Context: an optimization exercise on an open-source flow, tuned for small area, a short achievable clock period and few clock cycles per item. The choices shown serve that exercise and are no tape-out recipe. In this exercise RTL edits were held to simulation tests only and were not proved equivalent to the original.

the reference run:
==> flow/design.v <==
module fpadd (
    clk, reset, start,
    a, b,
    sum,
    done
);
    input clk, reset, start;
    input [31:0] a, b;
    output [31:0] sum;
    output done;
    reg        done;
    wire [24:0] R_d;
    wire [7:0]  eL_d;
    wire        sL_d;
    reg  [24:0] R_q;
    reg  [7:0]  eL_q;
    reg         sL_q;
    fpadd_front u_front (.a(a), .b(b), .R(R_d), .eL(eL_d), .sL(sL_d));
    fpadd_back  u_back  (.R(R_q), .eL(eL_q), .sL(sL_q), .y(sum));
    always @(posedge clk) begin
        if (reset)
            done <= 1'b0;
        else if (start)
            done <= 1'b1;
        if (start) begin
            R_q    <= R_d;
            eL_q   <= eL_d;
            sL_q   <= sL_d;
        end
    end
endmodule
module pfx_add #(parameter W = 24) (
    input  [W-1:0] x,
    input  [W-1:0] y,
    input          cin,
    output [W-1:0] s,
    output         cout
);
    localparam L = (W >= 32) ? 6 : (W >= 16) ? 5 : (W >= 8) ? 4 : (W >= 4) ? 3 : (W >= 2) ? 2 : 1;
    wire [W:0] g [0:L];
    wire [W:0] p [0:L];
    assign g[0] = {x & y, cin};
    assign p[0] = {x ^ y, 1'b0};
    genvar l, i;
    generate
        for (l = 0; l < L; l = l + 1) begin : lev
            for (i = 0; i <= W; i = i + 1) begin : bt
                if ((i >> l) & 1) begin : comb
                    localparam integer J = ((i >> l) << l) - 1;
                    assign g[l+1][i] = g[l][i] | (p[l][i] & g[l][J]);
                    assign p[l+1][i] = p[l][i] & p[l][J];
                end else begin : pass
                    assign g[l+1][i] = g[l][i];
                    assign p[l+1][i] = p[l][i];
                end
            end
        end
    endgenerate
    assign s    = p[0][W:1] ^ g[L][W-1:0];
    assign cout = g[L][W];
endmodule
module lzc32 (
    input  [31:0] x,
    output [4:0]  cnt,
    output        nz
);
    wire [15:0] v1;
    wire [15:0] c1;
    genvar i;
    generate
        for (i = 0; i < 16; i = i + 1) begin : l1
            assign v1[i] = x[2*i+1] | x[2*i];
            assign c1[i] = ~x[2*i+1];
        end
    endgenerate
    wire [7:0]  v2;
    wire [15:0] c2;
    generate
        for (i = 0; i < 8; i = i + 1) begin : l2
            assign v2[i] = v1[2*i+1] | v1[2*i];
            assign c2[2*i+1:2*i] = v1[2*i+1] ? {1'b0, c1[2*i+1]} : {1'b1, c1[2*i]};
        end
    endgenerate
    wire [3:0]  v3;
    wire [11:0] c3;
    generate
        for (i = 0; i < 4; i = i + 1) begin : l3
            assign v3[i] = v2[2*i+1] | v2[2*i];
            assign c3[3*i+2:3*i] = v2[2*i+1] ? {1'b0, c2[4*i+3:4*i+2]} : {1'b1, c2[4*i+1:4*i]};
        end
    endgenerate
    wire [1:0]  v4;
    wire [7:0]  c4;
    generate
        for (i = 0; i < 2; i = i + 1) begin : l4
            assign v4[i] = v3[2*i+1] | v3[2*i];
            assign c4[4*i+3:4*i] = v3[2*i+1] ? {1'b0, c3[6*i+5:6*i+3]} : {1'b1, c3[6*i+2:6*i]};
        end
    endgenerate
    assign nz  = v4[1] | v4[0];
    assign cnt = v4[1] ? {1'b0, c4[7:4]} : {1'b1, c4[3:0]};
endmodule
module fpadd_front (
    input  [31:0] a,
    input  [31:0] b,
    output [24:0] R,
    output [7:0]  eL,
    output        sL
);
    wire [7:0]  ea = a[30:23];
    wire [7:0]  eb = b[30:23];
    wire        sa = a[31];
    wire        sb = b[31];
    wire        a_inf  = &ea;
    wire        b_inf  = &eb;
    wire        a_zero = ~|a[30:0];
    wire        b_zero = ~|b[30:0];
    wire        pick_a = a_inf | (~b_inf & b_zero);
    wire        pick_b = ~a_inf & (b_inf | (~b_zero & a_zero));
    wire        pick   = pick_a | pick_b;
    wire [7:0]  dab, dba;
    wire        a_ge, b_ge;
    pfx_add #(8) u_dab (.x(ea), .y(~eb), .cin(1'b1), .s(dab), .cout(a_ge));
    pfx_add #(8) u_dba (.x(eb), .y(~ea), .cin(1'b1), .s(dba), .cout(b_ge));
    wire        e_eq = (ea == eb);
    wire [30:0] c_unused;
    wire        mag_ge;
    pfx_add #(31) u_cmp (.x(a[30:0]), .y(~b[30:0]), .cin(1'b1), .s(c_unused), .cout(mag_ge));
    wire        swap = pick ? pick_b : ~mag_ge;    
    wire [7:0]  d    = mag_ge ? dab : dba;
    wire        sub  = (sa ^ sb) & ~pick;
    wire        d01  = e_eq | (dab == 8'd1) | (dba == 8'd1);
    wire        near = sub & d01;
    wire [23:0] Ml = swap ? {1'b1, b[22:0]} : {1'b1, a[22:0]};
    wire [23:0] Ms = swap ? {1'b1, a[22:0]} : {1'b1, b[22:0]};
    assign      sL = swap ? sb : sa;
    wire        sS = swap ? sa : sb;
    assign      eL = swap ? eb : ea;
    wire        big = |d[7:5];                     
    wire        kill = big | pick;
    wire [23:0] r4  = d[4] ? {16'd0, Ms[23:16]} : Ms;
    wire        k4  = d[4] & (|Ms[15:0]);
    wire [23:0] r3  = d[3] ? {8'd0, r4[23:8]} : r4;
    wire        k3  = d[3] & (|r4[7:0]);
    wire [23:0] r2  = d[2] ? {4'd0, r3[23:4]} : r3;
    wire        k2  = d[2] & (|r3[3:0]);
    wire [23:0] r1  = d[1] ? {2'd0, r2[23:2]} : r2;
    wire        k1  = d[1] & (|r2[1:0]);
    wire [23:0] Fs  = d[0] ? {1'd0, r1[23:1]} : r1;
    wire        k0  = d[0] & r1[0];
    wire        st_f = big | k4 | k3 | k2 | k1 | k0;
    wire        n_d1 = ea[0] ^ eb[0];              
    wire [23:0] nF  = n_d1 ? {1'b0, Ms[23:1]} : Ms;
    wire        st_n = n_d1 & Ms[0];
    wire [23:0] F   = near ? nF : (kill ? 24'd0 : Fs);
    wire        c   = sS & ~pick & (near ? st_n : st_f);
    wire [24:0] Fx  = sub ? ~{1'b0, F} : {1'b0, F};
    wire        R_co;
    pfx_add #(25) u_add (.x({1'b0, Ml}), .y(Fx), .cin(sub ^ c), .s(R), .cout(R_co));
endmodule
module fpadd_back (
    input  [24:0] R,
    input  [7:0]  eL,
    input         sL,
    output [31:0] y
);
    wire [4:0]  lz;
    wire        nz;
    lzc32 u_lzc (.x({R, 7'd0}), .cnt(lz), .nz(nz));
    wire [24:0] s1  = lz[4] ? {R[8:0], 16'd0} : R;
    wire [24:0] s2  = lz[3] ? {s1[16:0], 8'd0} : s1;
    wire [24:0] s3  = lz[2] ? {s2[20:0], 4'd0} : s2;
    wire [24:0] s4  = lz[1] ? {s3[22:0], 2'd0} : s3;
    wire [22:0] m   = lz[0] ? s4[22:0] : s4[23:1];
    wire [7:0]  e   = eL + 8'd1 - {3'd0, lz};
    assign y = nz ? {sL, e, m} : 32'd0;
endmodule
==> flow/config.mk <==
export PLATFORM = sky130hd
export DESIGN_NAME = fpadd
export DESIGN_NICKNAME = fpadd
export VERILOG_FILES = /design/flow/design.v
export SDC_FILE = /design/flow/constraint.sdc
export NUM_CORES = 4
export LEC_CHECK = 0
export ABC_AREA = 1
export CAP_MARGIN = 20
export CORE_MARGIN = 2
export CORE_UTILIZATION = 60
export PLACE_DENSITY = 0.75
export SETUP_SLACK_MARGIN = 2.0
export SLEW_MARGIN = 20
==> flow/constraint.sdc <==
create_clock -name core_clock -period 8.0 [get_ports {clk}]
set_input_delay 1.6000 -clock core_clock [delete_from_list [all_inputs] [get_ports {clk}]]
set_output_delay 1.6000 -clock core_clock [all_outputs]
set_load 0.01 [all_outputs]
standard.sh (not shown) runs the stock make flow with config.mk's settings and CLKGATE_MAP_FILE= SYNTH_SCRIPT=/design/flow/synth_recipe.tcl, a recipe that flattens the netlist after the stock synthesis.
==> flow/flow/run.sh <==
#!/bin/bash
# The standard layout, with two changes:
# - Yosys's full/half-adder extraction is turned off (ADDER_MAP_FILE empty) so
#   that ABC maps the adders and comparators as plain gates. Synthesis is
#   otherwise the standard one, so the registers keep the standard
#   synthesis's names and cell types.
# - every input and output port still gets a buffer, but a plain buf_2 rather
#   than the default pick (a slow delay buffer).
set -euo pipefail
bash standard.sh ADDER_MAP_FILE= "BUFFER_PORTS_ARGS=-buffer_cell sky130_fd_sc_hd__buf_2" finish > make_finish.log 2>&1
The reference run: full flow OK, the timing, DRC and antenna checks passed
Testbench counts of the reference run, summed over its fixed seeds: cycles 2,408, items 2,400.
Relative to the reference run, the following input files were edited for the trial run:
--- a/flow/design.v
+++ b/flow/design.v
@@ -10,14 +10,14 @@
     output done;
     reg        done;
     wire [24:0] R_d;
     wire [7:0]  eL_d;
-    wire        sL_d;
+    wire        sL_d, near_d;
     reg  [24:0] R_q;
     reg  [7:0]  eL_q;
-    reg         sL_q;
-    fpadd_front u_front (.a(a), .b(b), .R(R_d), .eL(eL_d), .sL(sL_d));
-    fpadd_back  u_back  (.R(R_q), .eL(eL_q), .sL(sL_q), .y(sum));
+    reg         sL_q, near_q;
+    fpadd_front u_front (.a(a), .b(b), .R(R_d), .eL(eL_d), .sL(sL_d), .near(near_d));
+    fpadd_back  u_back  (.R(R_q), .eL(eL_q), .sL(sL_q), .near(near_q), .y(sum));
     always @(posedge clk) begin
         if (reset)
             done <= 1'b0;
         else if (start)
@@ -25,8 +25,9 @@
         if (start) begin
             R_q    <= R_d;
             eL_q   <= eL_d;
             sL_q   <= sL_d;
+            near_q <= near_d;
         end
     end
 endmodule
 module pfx_add #(parameter W = 24) (
@@ -104,9 +105,10 @@
     input  [31:0] a,
     input  [31:0] b,
     output [24:0] R,
     output [7:0]  eL,
-    output        sL
+    output        sL,
+    output        near
 );
     wire [7:0]  ea = a[30:23];
     wire [7:0]  eb = b[30:23];
     wire        sa = a[31];
@@ -129,9 +131,9 @@
     wire        swap = pick ? pick_b : ~mag_ge;    
     wire [7:0]  d    = mag_ge ? dab : dba;
     wire        sub  = (sa ^ sb) & ~pick;
     wire        d01  = e_eq | (dab == 8'd1) | (dba == 8'd1);
-    wire        near = sub & d01;
+    assign      near = sub & d01;
     wire [23:0] Ml = swap ? {1'b1, b[22:0]} : {1'b1, a[22:0]};
     wire [23:0] Ms = swap ? {1'b1, a[22:0]} : {1'b1, b[22:0]};
     assign      sL = swap ? sb : sa;
     wire        sS = swap ? sa : sb;
@@ -161,17 +163,22 @@
 module fpadd_back (
     input  [24:0] R,
     input  [7:0]  eL,
     input         sL,
+    input         near,
     output [31:0] y
 );
+    wire [7:0]  eL_p = eL + 8'd1;
+    wire [7:0]  eL_m = eL - 8'd1;
+    wire [7:0]  fe  = R[24] ? eL_p : R[23] ? eL : eL_m;
+    wire [22:0] fm  = R[24] ? R[23:1] : R[23] ? R[22:0] : {R[21:0], 1'b0};
     wire [4:0]  lz;
-    wire        nz;
-    lzc32 u_lzc (.x({R, 7'd0}), .cnt(lz), .nz(nz));
-    wire [24:0] s1  = lz[4] ? {R[8:0], 16'd0} : R;
-    wire [24:0] s2  = lz[3] ? {s1[16:0], 8'd0} : s1;
-    wire [24:0] s3  = lz[2] ? {s2[20:0], 4'd0} : s2;
-    wire [24:0] s4  = lz[1] ? {s3[22:0], 2'd0} : s3;
-    wire [22:0] m   = lz[0] ? s4[22:0] : s4[23:1];
-    wire [7:0]  e   = eL + 8'd1 - {3'd0, lz};
-    assign y = nz ? {sL, e, m} : 32'd0;
+    wire        n_nz;
+    lzc32 u_lzc (.x({R[23:0], 8'd0}), .cnt(lz), .nz(n_nz));
+    wire [23:0] s1  = lz[4] ? {R[7:0], 16'd0} : R[23:0];
+    wire [23:0] s2  = lz[3] ? {s1[15:0], 8'd0} : s1;
+    wire [23:0] s3  = lz[2] ? {s2[19:0], 4'd0} : s2;
+    wire [23:0] s4  = lz[1] ? {s3[21:0], 2'd0} : s3;
+    wire [22:0] nm  = lz[0] ? {s4[21:0], 1'b0} : s4[22:0];
+    wire [7:0]  ne  = n_nz ? eL - {3'd0, lz} : 8'd0;
+    assign y = near ? {sL & n_nz, ne, nm} : {sL, fe, fm};
 endmodule
The final layouts of the reference run and the trial run pass the timing, DRC and antenna checks.
Compared with the reference run, the trial run instantiates a larger number of standard cells.
Diff the reference run -> the trial run: worst hold slack decreased 0.012 ns, synthesized cell count increased about 4%, sequential share of layout area decreased 0.39 points, number of ports placed on the die boundary essentially unchanged.
Testbench counts of the trial run, summed over its fixed seeds: cycles 2,408, items 2,400.

==> separate check: timing with driven ports <==
The results above use ideal ports. As a check the final layouts listed here were re-extracted and re-timed, cells and wires unchanged. Step 1 sets driving cells, clkbuf_16 on the clock port and buf_2 on the other inputs (assumed; they add their load-dependent delay and slew). Step 2, shift: input delay + t, output delay - t, t = (earliest + latest rising clock arrival at the registers) / 2. This alone moves slack from input paths to output paths. Slacks: ideal / step 1 / step 2; pairs: ideal / step 1.
run	t, ns	setup WS [ns]	clock arrival spread, ns
the reference run	0.321	2.384 / 2.382 / 2.075	0.010 / 0.009
the trial run	0.310	2.249 / 2.216 / 2.116	0.003 / 0.003
After both steps setup and hold are still met in every run listed. The setup slack of the reference run, which loses most, moves by -0.002 ns with the drivers and by -0.309 ns with both steps.
